This is an optimization exercise on Yosys and OpenROAD, whose aim is small area, not a production implementation. No functional check of the RTL was part of any run shown here. Power figures rest on the tool's default switching activity, not on a simulated workload.

## flow/design.v (module list and top-level ports; edited modules follow where they fit)
// module FPExpAdder: 26 lines
// module FloatingPointMultiplier: 1114 lines
// module FullAdder: 10 lines
module FloatingPointMultiplier(
	input wire [26 : 0] in_1,
	input wire [26 : 0] in_2,
	input wire clk_pll,
	output wire [26 : 0] out
    );
  // ...
==> flow/run.sh <==
#!/bin/bash
# synth_recipe.tcl (not shown) runs the flow's synth.tcl, then flattens the netlist and writes it again
# the make line also repeats each setting of config.mk as NAME=value (left out here)
make -C /OpenROAD-flow-scripts/flow DESIGN_CONFIG=/design/flow/config.mk WORK_HOME=/design/flow/orfs CLKGATE_MAP_FILE= SYNTH_SCRIPT=/design/flow/synth_recipe.tcl finish
==> flow/config.mk <==
export PLATFORM = sky130hd
export DESIGN_NAME = FloatingPointMultiplier
export DESIGN_NICKNAME = FloatingPointMultiplier
export VERILOG_FILES = /design/flow/design.v
export SDC_FILE = /design/flow/constraint.sdc
export NUM_CORES = 4
export LEC_CHECK = 0
export CAP_MARGIN = 20
export CORE_MARGIN = 2
export CORE_UTILIZATION = 40
export SLEW_MARGIN = 20
export SYNTH_HIERARCHICAL = 1
==> flow/constraint.sdc <==
create_clock -name core_clock -period 6.8 [get_ports {clk_pll}]
set_input_delay 1.3600 -clock core_clock [delete_from_list [all_inputs] [get_ports {clk_pll}]]
set_output_delay 1.3600 -clock core_clock [all_outputs]
set_load 0.01 [all_outputs]
==> qor_table.md, run 1 <==
| Item | Value | Unit |
|---|---|---|
| DRT iter0 DRCs | 515 | - |
| GR met2 Demand/Resource | 0.368 | - |
| Cell leakage power | 0.00516 | uW |
| Arrival time at the worst endpoint | 6840 | ps |
| Top cell type's share of synthesized area | 0.553 | - |
| Flops & latches, synth | 28 | - |
| Combinational group power | 6340 | uW |
| Global-route wire length before repair | 43.8 | mm |
| Portion of total power attributed to the clock network | 0.020 | - |
| Worst setup SP type | input pin | - |
| Maximum number of pins on one net before global-route repair | 26 | - |
| Post-synthesis xor/xnor area fraction | 0.0151 | - |
| Final design area excluding fillers | 0.0124 | sq mm |
| GR met1 Demand/Resource | 0.293 | - |
| Shortest clock period the worst path allows after layout | 6690 | ps |
| Routed met2 length | 13.7 | mm |
| Register clock-pin slew on the reported worst setup and hold paths | 70 | ps |
| Type of the worst setup path | input pin to flop | - |
| Sw Ratio | 0.461 | - |
| Number of distinct standard cells referenced by the synthesized netlist | 50 | - |
| Asr flop ratio synth | 0 | - |
| Part of the Yosys area used for sequential elements | 0.0569 | - |
| Required arrival time at the worst endpoint | 6950 | ps |
| Top layer in use | met4 | - |
| Standard cell area after detailed placement | 0.0119 | sq mm |
| Hold WC Path Type | input pin to flop | - |
| Number of remaining DRC errors | 0 | - |
| Number of I/O pins | 82 | - |
| Startpoint of the most critical hold path | in_1[26] | - |
| Maximum vdd ir drop | 0.440 | mV |
| Non-clock buffering overhead | 0.164 | - |
| Count of standard-cell rows | 57 | - |
| Run status | complete, no violations | - |
| Hold path endpoint | pipe_sign | - |
| Met3 global-route usage | 0.0424 | - |
| Most flop-heavy register | pipe_prod | - |
| Core Footprint | 0.0242 | sq mm |
| Synth Instances | 1,020 | - |
| Number of buffers inserted by post-CTS setup repair | 7 | - |
==> module FPExpAdder, before the edit <==
module FPExpAdder(
	input wire [7 : 0] in,
	input wire [7 : 0] change,
	output reg [7 : 0] out
    );
	reg [8 : 0] res;
	always @(*)
	begin
		res = in + change;
		out = res[7:0];
		if(in[7] == 1'b0 && change[7] == 1'b0)
		begin
			if(res[7]) 
			begin
				out = 127;
			end
		end
		else if(in[7] == 1'b1 && change[7] == 1'b1)
		begin
			if(!res[7]) 
			begin
				out = -128;
			end
		end
	end
endmodule
==> inputs of run 2 (changes only) <==
--- a/flow/design.v
+++ b/flow/design.v
@@ -1,34 +1,44 @@
 `timescale 1ns / 1ps
 module FPExpAdder(
 	input wire [7 : 0] in,
 	input wire [7 : 0] change,
-	output reg [7 : 0] out
+	output wire [7 : 0] out
     );
-	reg [8 : 0] res;
-	always @(*)
-	begin
-		res = in + change;
-		out = res[7:0];
-		if(in[7] == 1'b0 && change[7] == 1'b0)
-		begin
-			if(res[7]) 
-			begin
-				out = 127;
-			end
+	wire [8 : 0] c;
+	wire [7 : 0] s;
+	assign c[0] = 1'b0;
+	assign s[0] = in[0] ^ change[0];
+	assign c[1] = in[0] & change[0];
+	genvar i;
+	generate
+		for (i = 1; i < 8; i = i + 1) begin : bit_add
+			FullAdder fa (.a(in[i]), .b(change[i]), .ci(c[i]), .s(s[i]), .co(c[i + 1]));
 		end
-		else if(in[7] == 1'b1 && change[7] == 1'b1)
-		begin
-			if(!res[7]) 
-			begin
-				out = -128;
-			end
+	endgenerate
+	wire ovf = c[7] ^ c[8];
+	assign out[7] = ovf ? in[7] : s[7];
+	assign out[6 : 0] = ovf ? {7{~in[7]}} : s[6 : 0];
+endmodule
+module FPExpDec(
+	input wire [7 : 0] in,
+	input wire norm,
+	output wire [7 : 0] out
+    );
+	wire [7 : 0] z;
+	assign z[0] = 1'b1;
+	genvar i;
+	generate
+		for (i = 1; i < 8; i = i + 1) begin : zero_chain
+			assign z[i] = z[i - 1] & ~in[i - 1];
 		end
-	end
+	endgenerate
+	wire dec = ~norm & ~(in[7] & z[7]);
+	assign out = in ^ (z & {8{dec}});
 endmodule
 `timescale 1ns / 1ps
 module FloatingPointMultiplier(
 	input wire [26 : 0] in_1,
 	input wire [26 : 0] in_2,
 	input wire clk_pll,
 	output wire [26 : 0] out
     );
@@ -1117,33 +1127,35 @@
 	wire [7 : 0] exp_sum;
 	FPExpAdder fp_exp_adder (
 		.in(in_1[25 : 18]),
 		.change(in_2[25 : 18]),
 		.out(exp_sum)
 	);
 	reg pipe_sign;
 	reg [7 : 0] pipe_exp;
-	reg [35 : 17] pipe_prod;
+	reg pipe_norm;
+	reg [34 : 17] pipe_nprod;
 	always @(posedge clk_pll)
 	begin
 		pipe_sign <= in_1[26] ^ in_2[26];
-		pipe_prod <= prod;
+		pipe_norm <= prod[35];
+		pipe_nprod <= ~prod[34 : 17];
 		pipe_exp <= exp_sum;
 	end
-	wire [7 : 0] exp_dec;
-	FPExpAdder fp_exp_sub_adder (
+	wire [7 : 0] exp_out;
+	FPExpDec fp_exp_dec (
 		.in(pipe_exp),
-		.change(8'hff),
-		.out(exp_dec)
+		.norm(pipe_norm),
+		.out(exp_out)
 	);
 	assign out[26] = pipe_sign;
-	assign out[25 : 18] = pipe_prod[35] ? pipe_exp : exp_dec;
+	assign out[25 : 18] = exp_out;
 	assign out[17] = 1'b1;
-	assign out[16 : 0] = pipe_prod[35] ? pipe_prod[34 : 18] : pipe_prod[33 : 17];
+	assign out[16 : 0] = ~(pipe_norm ? pipe_nprod[34 : 18] : pipe_nprod[33 : 17]);
 endmodule
 module FullAdder(
 	input wire a,
 	input wire b,
 	input wire ci,
 	output wire s,
 	output wire co
     );
==> qor_table.md, run 2 <==
| Item | Value | Unit | Change |
|---|---|---|---|
| Cell class contributing the biggest share of worst-path delay | adder cells | - |  |
| Synth Instances | 951 | - | -6.8% |
| GR met2 Demand/Resource | 0.350 | - | -0.0180 |
| Total count of hold-check failures in the final report | 0 | - |  |
| Routed wirelength normalized by instance count | 18.0 | um |  |
| Initial Util | 0.404 | - |  |
| Met3 global-route usage | 0.0347 | - | -0.00766 |
| Total grt overflow | 0 | - |  |
| Asr flop ratio synth | 0 | - | unchanged |
| Bufs on Longest Clock Path | 2 | - |  |
| Warnings, synthesis | 7 | - |  |
| GR met1 Demand/Resource | 0.322 | - | +0.0292 |
| Shortest clock period the worst path allows after layout | 6840 | ps | +145 ps |
| Worst setup slack before clock tree synthesis | -1060 | ps |  |
| Flip-flop count of the largest register, all copies and words added | 18 | - |  |
| Count of standard-cell rows | 56 | - | -1.8% |
| Netlist Area Pre-Place | 0.00939 | sq mm |  |
| Register clock-pin slew on the reported worst setup and hold paths | 70 | ps | about the same |
| CP Buf/Inv Count | 5 | - |  |
| Number of distinct standard cells referenced by the synthesized netlist | 49 | - | -2.0% |
| Commonest cells after routing, fill and taps aside | sky130_fd_sc_hd__nand2_1 (273), sky130_fd_sc_hd__fa_1 (237), sky130_fd_sc_hd__buf_4 (128) | - |  |
| Die area | 0.0247 | sq mm |  |
| Worst setup EP type | flop | - |  |
| DRT iter0 DRCs | 459 | - | -11% |
| Unrepaired setup endpoints after global routing | true | - |  |
| Number of flops mapped to enable cells by yosys | 0 | - |  |
| Sum of net half-perimeters after detailed placement | 21.3 | mm |  |
| Pins over their slew limit | 0 | - |  |
| Final count of negative-setup-slack endpoints | 3 | - |  |
| Maximum vdd ir drop | 0.742 | mV | +69% |
| Final worst path period share | 1.01 | - |  |
| TritonCTS clock tree | built | - |  |
| Cell types with the highest counts after synthesis | sky130_fd_sc_hd__nand2_1 (290), sky130_fd_sc_hd__fa_1 (275), sky130_fd_sc_hd__inv_1 (111), sky130_fd_sc_hd__clkbuf_1 (67), sky130_fd_sc_hd__ha_1 (43) | - |  |
| Minimum setup slack in the final design | -39.6 | ps |  |
| Portion of total power attributed to the clock network | 0.021 | - | about the same |
| Total iterations of the first detailed-routing run | 5 | - |  |
| Vias in the first global route | 7,785 | - |  |
| Cell leakage power | 0.00508 | uW | -1.5% |
| Layout cell share with drive strength beyond 1 | 0.242 | - |  |
| Hold WC Path Type | input pin to flop | - |  |
| Filler cell count | 2,138 | - |  |
| Final net count | 1,490 | - |  |
| Power share of the combinational group | 0.926 | - |  |
| Most frequent cell after synthesis | sky130_fd_sc_hd__nand2_1 | - |  |
| Sw Ratio | 0.486 | - | +0.0247 |
| Global-route total usage across every layer | 0.219 | - |  |
| Cell accounting for the most synthesized area | sky130_fd_sc_hd__fa_1 | - |  |
| Layout Area Growth over Synthesis | 28.5 | % |  |
| Top cell type's share of synthesized area | 0.586 | - | +0.0330 |
| Leading registers by flop count | pipe_nprod x18, pipe_exp x8 | - |  |
| Number of antenna violations at the first check in global routing | 0 | - |  |
| Final non-filler cell total | 1,435 | - |  |
| Global-route layer with the greatest usage | met2 | - |  |
| Post-detailed-route via-to-cell ratio | 4.95 | - |  |
| Number of routed nets with antenna violations | 0 | - |  |
| Cell-internal power | 3580 | uW |  |
| Flops & latches, synth | 28 | - | unchanged |
| Required arrival time at the worst endpoint | 6960 | ps | about the same |
| Most common library cell in the layout ignoring fill and taps | sky130_fd_sc_hd__nand2_1 | - |  |
| Layout check faults | negative setup slack | - |  |
| Total power draw | 6960 | uW |  |
| Run status | finished with violations | - |  |
| Most flop-heavy register | pipe_nprod | - |  |
| Die X-Extent | 157 | um |  |
| Core Footprint | 0.0233 | sq mm | -4.1% |
| Total number of vias | 7,107 | - |  |
| Number of remaining DRC errors | 0 | - | unchanged |
| Part of the Yosys area used for sequential elements | 0.0597 | - | +0.00274 |
| Highest fanout seen on the critical path | 6 | - |  |
| Chip Height | 157 | um |  |
| Max frequency | 146 | MHz |  |
| # port buffers | 78 | - |  |
| Dpl cells | 1,399 | - |  |
| CP most frequent cell | sky130_fd_sc_hd__fa_1 | - |  |
| Average footprint of a synthesized cell | 9.88 | sq um |  |
| Gpl congestion | 0.865 | - |  |
| Number of I/O pins | 82 | - | unchanged |
| Count of H-tree levels built during CTS | 1 | - |  |
| Max-cap check violation count | 0 | - |  |
| Num CTS Buffers | 3 | - |  |
| Clock root buffer master | sky130_fd_sc_hd__clkbuf_16 | - |  |
| Pwr/cell area | 577 | mW/mm^2 |  |
| Top cells by area in the synthesized netlist | sky130_fd_sc_hd__fa_1 (59%), sky130_fd_sc_hd__nand2_1 (12%), sky130_fd_sc_hd__dfxtp_1 (6.0%) | - |  |
| Largest stage delay on the critical path | 540 | ps |  |
| Sw power | 3380 | uW |  |
| DRT Wirelength | 25.8 | mm |  |
| Sequential fraction of design power | 0.053 | - |  |
| Arrival time at the worst endpoint | 7000 | ps | +160 ps |
| Final total negative setup slack | -92.3 | ps |  |
| Standard cell area after detailed placement | 0.0114 | sq mm | -4.5% |
| Worst setup SP type | input pin | - |  |
| Global-route wire length before repair | 41.4 | mm | -5.6% |
| CTS Hold Bufs | 0 | - |  |
| Final design area excluding fillers | 0.0121 | sq mm | -2.3% |
| Maximum number of pins on one net before global-route repair | 20 | - | -23% |
| Diodes inserted | 0 | - |  |
| Total clock sinks | 28 | - |  |
| Post-synth top flop | sky130_fd_sc_hd__dfxtp_1 | - |  |
| Type of the worst setup path | input pin to flop | - |  |
| Crit path max-delay cell type | sky130_fd_sc_hd__fa_1 | - |  |
## run 2: cell types whose count changed after synthesis, moves of 11 or more
cell                       change
sky130_fd_sc_hd__a21oi_1      -11
sky130_fd_sc_hd__buf_1        -13
sky130_fd_sc_hd__clkbuf_1     +12
sky130_fd_sc_hd__ha_1         -16
sky130_fd_sc_hd__mux2_2       -24
sky130_fd_sc_hd__mux2i_1      +23
sky130_fd_sc_hd__nor2_1       -13
## run 2: Yosys stat by module (local to each module, per instance)
module,flops+latches,cell area [sq um],cells
FPExpAdder,0,155,18
FPExpDec,0,180,26
FloatingPointMultiplier,28,3650,637
FullAdder,0,20.0,1
## run 2: kinds of logic after synthesis
family,Yosys count,share of synthesized area
mux,27,0.0300
fa+ha+maj,320,0.645
simple gates,332,0.141
compound gates,43,0.0328
buf+inv,185,0.0753
xor+xnor,15,0.0160
flops,28,0.0597
other cells,1,0.000399
## run 2: metrics by stage
stage / hold slack (ps) / utilization
global route: 1670 / 0.519
floorplan: 1450 / -
finish: 1660 / 0.519
detailed placement: 1940 / 0.489
global placement: 1930 / 0.489
CTS: 1660 / 0.509
## run 2: routing by layer
layer	share of wire	vias to the layer above	wire length (um)
li1	-	3161	-
met3	0.059	25	1520
met4	0.014	0	371
met1	0.44	3693	11300
met2	0.49	228	12600
met5	0	-	0
## run 2: layout make-up
| type | instances | area, sq um | area share |
|---|---|---|---|
| multi-input combinational | 738 | 8430 | 0.699 |
| timing repair buffer | 235 | 2170 | 0.180 |
| sequential | 28 | 561 | 0.0464 |
| tap | 319 | 399 | 0.0331 |
| inverter | 111 | 417 | 0.0345 |
| clock buffer | 4 | 88.8 | 0.00736 |
## run 2: what timing repair did
item                       in CTS  in global routing
gates resized for setup       152                 59
pin swaps                      41                 39
setup endpoints to repair      17                 13
buffers inserted               26                  9
## run 2: worst paths after layout
| kind | cells after the start | to | start | slack [ps] |
|---|---|---|---|---|
| setup / recovery | 25 | pipe_nprod[33] | in_1[1] | -40 |
| hold / removal | 2 | pipe_sign | in_1[26] | 1660 |
## run 2: power by group through the flow
stage | logic [uW] | clock network, uW | registers (uW)
after floorplan | 3800 | 0 | 360
after detailed placement | 5860 | 0 | 374
after global placement | 5760 | 0 | 375
after global routing | 7300 | 155 | 381
final | 6440 | 147 | 372
after CTS | 6340 | 151 | 372
==> inputs of run 3 (changes only) <==
--- a/flow/config.mk
+++ b/flow/config.mk
@@ -9,4 +9,5 @@
 export CORE_MARGIN = 2
 export CORE_UTILIZATION = 40
+export GPL_TIMING_DRIVEN = 0
 export SLEW_MARGIN = 20
 export SYNTH_HIERARCHICAL = 1
==> qor_table.md, run 3 <==
| Item | Value | Unit | Change |
|---|---|---|---|
| Max-cap check violation count | 0 | - | unchanged |
| Arrival time at the worst endpoint | 7040 | ps | +40 ps |
| Core Footprint | 0.0233 | sq mm | unchanged |
| Gpl congestion | 0.881 | - | +1.8% |
| Most common library cell in the layout ignoring fill and taps | sky130_fd_sc_hd__nand2_1 | - |  |
| Measured slew at the worst slew-check pin | 577 | ps |  |
| Asr flop ratio synth | 0 | - | unchanged |
| Total clock sinks | 28 | - | unchanged |
| Layout check faults | negative setup slack | - |  |
| Total iterations of the first detailed-routing run | 5 | - | unchanged |
| Dpl cells | 1,314 | - | -6.1% |
| Die X-Extent | 157 | um | unchanged |
| Number of I/O pins | 82 | - | unchanged |
| Cell types with the highest counts after synthesis | sky130_fd_sc_hd__nand2_1 (290), sky130_fd_sc_hd__fa_1 (275), sky130_fd_sc_hd__inv_1 (111), sky130_fd_sc_hd__clkbuf_1 (67), sky130_fd_sc_hd__ha_1 (43) | - |  |
| Layout Area Growth over Synthesis | 25.2 | % |  |
| Count of standard-cell rows | 56 | - | unchanged |
| Final count of negative-setup-slack endpoints | 7 | - | +4 |
| Diodes inserted | 0 | - | unchanged |
| Register clock-pin slew on the reported worst setup and hold paths | 70 | ps | about the same |
| Flops & latches, synth | 28 | - | unchanged |
| Number of antenna violations at the first check in global routing | 0 | - | unchanged |
| Routed wirelength normalized by instance count | 19.0 | um | +5.9% |
| DRT iter0 DRCs | 551 | - | +20% |
| Count of H-tree levels built during CTS | 1 | - | unchanged |
| Sum of net half-perimeters after detailed placement | 20.4 | mm | -4.2% |
| Cells along the critical path | clkbuf_16 > clkbuf_16 > nand2_4 > fa_2 > fa_2 > fa_2 > fa_1 > fa_1 > fa_1 > nor3b_2 > maj3_2 > a21oi_4 > o21ai_4 > a221oi_2 > nor2_2 > fa_2 > and2b_2 > o2111ai_4 > a31oi_4 > o21ai_4 > inv_2 > fa_2 > inv_1 | - |  |
| Total power draw | 6210 | uW | -11% |
| Worst setup path endpoint | pipe_nprod[32] | - |  |
| Number of remaining DRC errors | 0 | - | unchanged |
| Type of the worst setup path | input pin to flop | - |  |
| TritonCTS clock tree | built | - |  |
| Final net count | 1,426 | - | -4.3% |
| Most frequent cell after synthesis | sky130_fd_sc_hd__nand2_1 | - |  |
| Total number of vias | 7,042 | - | -0.91% |
| CP most frequent cell | sky130_fd_sc_hd__fa_2 | - |  |
| Total grt overflow | 0 | - | unchanged |
| Num CTS Buffers | 3 | - | unchanged |
| DRT Wirelength | 26.1 | mm | +1.1% |
| Bufs on Longest Clock Path | 2 | - | unchanged |
| Top cell type's share of synthesized area | 0.586 | - | unchanged |
| Final worst path period share | 1.01 | - | +0.00572 |
| Timing startpoint of the critical path | in_1[5] | - |  |
| Cell accounting for the most synthesized area | sky130_fd_sc_hd__fa_1 | - |  |
| Post-synth top flop | sky130_fd_sc_hd__dfxtp_1 | - |  |
| Vias in the first global route | 7,425 | - | -4.6% |
| Maximum vdd ir drop | 0.693 | mV | -6.6% |
| Highest fanout seen on the critical path | 4 | - | -2 |
| Max_slew headroom | 0.616 | - |  |
| Crit path max-delay cell type | sky130_fd_sc_hd__fa_1 | - |  |
| Warnings, synthesis | 7 | - | unchanged |
| # port buffers | 44 | - | -44% |
| Met3 Routed Length | 1.51 | mm | -0.46% |
| Pwr/cell area | 528 | mW/mm^2 | -8.6% |
| Required arrival time at the worst endpoint | 6960 | ps | about the same |
| Worst setup EP type | flop | - |  |
| Post-detailed-route via-to-cell ratio | 5.14 | - | +3.8% |
| Final total negative setup slack | -292 | ps | -199 ps |
| Initial Util | 0.404 | - | unchanged |
| Worst setup SP type | input pin | - |  |
| Commonest cells after routing, fill and taps aside | sky130_fd_sc_hd__nand2_1 (276), sky130_fd_sc_hd__fa_1 (258), sky130_fd_sc_hd__inv_1 (109) | - |  |
| Routed length on met1 | 10.4 | mm | -8.0% |
| Top cells by area in the synthesized netlist | sky130_fd_sc_hd__fa_1 (59%), sky130_fd_sc_hd__nand2_1 (12%), sky130_fd_sc_hd__dfxtp_1 (6.0%) | - |  |
| Synth Instances | 951 | - | unchanged |
| Maximum number of pins on one net before global-route repair | 19 | - | -5.0% |
| Hold WC Path Type | input pin to flop | - |  |
| Die area | 0.0247 | sq mm | unchanged |
| Shortest clock period the worst path allows after layout | 6880 | ps | +38.9 ps |
| Part of the Yosys area used for sequential elements | 0.0597 | - | unchanged |
| Number of routed nets with antenna violations | 0 | - | unchanged |
| Clock root buffer master | sky130_fd_sc_hd__clkbuf_16 | - |  |
| Global-route wire length before repair | 40.6 | mm | -1.8% |
| Netlist Area Pre-Place | 0.00939 | sq mm | unchanged |
| Cell leakage power | 0.00486 | uW | -4.5% |
| Global-route total usage across every layer | 0.217 | - | -0.00187 |
| Max frequency | 145 | MHz | -0.57% |
| Minimum setup slack in the final design | -78.5 | ps | -38.9 ps |
| Layout cell share with drive strength beyond 1 | 0.179 | - | -0.0631 |
| Largest stage delay on the critical path | 570 | ps | +30 ps |
| Run status | finished with violations | - |  |
| Routed met2 length | 13.5 | mm | +6.9% |
| Unrepaired setup endpoints after global routing | true | - |  |
| Standard cell area after detailed placement | 0.0106 | sq mm | -7.0% |
| Total count of hold-check failures in the final report | 0 | - | unchanged |
| CTS Hold Bufs | 0 | - | unchanged |
| Flip-flop count of the largest register, all copies and words added | 18 | - | unchanged |
| Average footprint of a synthesized cell | 9.88 | sq um | unchanged |
| Pins over their slew limit | 0 | - | unchanged |
| Most flop-heavy register | pipe_nprod | - |  |
| Chip Height | 157 | um | unchanged |
| Final non-filler cell total | 1,370 | - | -4.5% |
| Number of flops mapped to enable cells by yosys | 0 | - | unchanged |
| Number of distinct standard cells referenced by the synthesized netlist | 49 | - | unchanged |
| Top layer in use | met4 | - |  |
| Leading registers by flop count | pipe_nprod x18, pipe_exp x8 | - |  |
| Final design area excluding fillers | 0.0118 | sq mm | -2.5% |
run 3: cell counts after synthesis:
No cell type changed its count.
run 3: cell type report:
| class | count | area (sq um) |
|---|---|---|
| Clock buffer | 3 | 75.1 |
| Timing Repair Buffer | 98 | 875 |
| Fill cell | 2122 | 11500 |
| Multi-Input combinational cell | 738 | 8390 |
| Buffer | 73 | 1050 |
| Inverter | 111 | 417 |
| Sequential cell | 28 | 561 |
| Tap cell | 319 | 399 |
run 3: worst max-delay path, delay by kind of cell:
family | cells | cell delay, ps
compound gates | 6 | 1020
fa+ha+maj | 9 | 3880
buf+inv | 4 | 310
simple gates | 4 | 440
run 3: routing by layer:
| metal | vias to the layer above | track usage |
|---|---|---|
| li1 | 3033 | - |
| met1 | 3669 | 0.292 |
| met2 | 294 | 0.372 |
| met3 | 46 | 0.0292 |
| met4 | 0 | 0.0558 |
| met5 | - | 0 |
run 3: Yosys stat by module, one instance, submodules excluded:
module,cells inside,copies in the design,flops+latches,area [sq um]
FloatingPointMultiplier,637,1,28,3650
FPExpDec,26,1,0,180
FPExpAdder,18,1,0,155
FullAdder,1,270,0,20.0
run 3: kinds of logic after synthesis:
family | count (synthesis) | synth area share
simple gates | 332 | 0.141
buf+inv | 185 | 0.0753
mux | 27 | 0.0300
other cells | 1 | 0.000399
fa+ha+maj | 320 | 0.645
xor+xnor | 15 | 0.0160
compound gates | 43 | 0.0328
flops | 28 | 0.0597
run 3: what timing repair did:
item | CTS | global route
buffers inserted | 34 | 19
cloned | 1 | 0
hold endpoints to repair | 0 | 0
setup endpoints to repair | 15 | 10
gates resized for setup | 97 | 51
pin swaps | 16 | 22
run 3: how the worst min path moves through the flow:
stage,slack [ps],to,cells after the start,from
floorplan,1450,pipe_sign,1,in_1[26]
global placement,1930,pipe_sign,2,in_1[26]
detailed placement,1940,pipe_sign,2,in_1[26]
CTS,1660,pipe_sign,2,in_1[26]
global route,1680,pipe_sign,2,in_2[26]
finish,1660,pipe_sign,2,in_1[26]
run 3: report_power, final:
part           internal [uW]  switching [uW]  leakage, uW
Combinational           2650            3050      0.00458
Clock                   78.1            54.1    0.0000370
Sequential               326            43.8     0.000236
run 3: through the flow:
step,utilization,hold slack [ps],worst slack [ps]
2_1_floorplan,-,1450,-13.3
3_3_place_gp,0.454,1930,-1040
3_5_place_dp,0.454,1940,-1090
4_1_cts,0.492,1660,-80.7
5_1_grt,0.506,1680,-303
6_report,0.506,1660,-78.5

separate check: timing with driven ports:
Ports are ideal in the flow. The routed layouts listed here were re-timed in OpenROAD.
Step 1 assumes that a clkbuf_16 drives the clock port and a buf_2 every other input.
Step 2 times the ports against the registers' clock, not the clock port: input delays grow and output delays shrink by t, the midpoint of the rising clock arrivals with the driver on.
a / b / c = ideal / step 1 / step 2; a / b = the first two.
run	t (ns)	setup WS [ns]	worst setup path at the end	clock arrival spread, ns	worst data-port slew with drivers (ns)
run 1	0.300	0.106 / 0.081 / -0.219	input to register	0.006 / 0.007	0.06
run 2	0.293	-0.040 / -0.081 / -0.374	input to register	0.005 / 0.005	0.07
run 3	0.293	-0.079 / -0.118 / -0.411	input to register	0.004 / 0.004	0.08
Met with ideal ports but missed after step 2: setup timing in run 1. For run 2, which loses most, drivers alone change the setup slack by -0.041 ns; drivers and shift together by -0.334 ns.
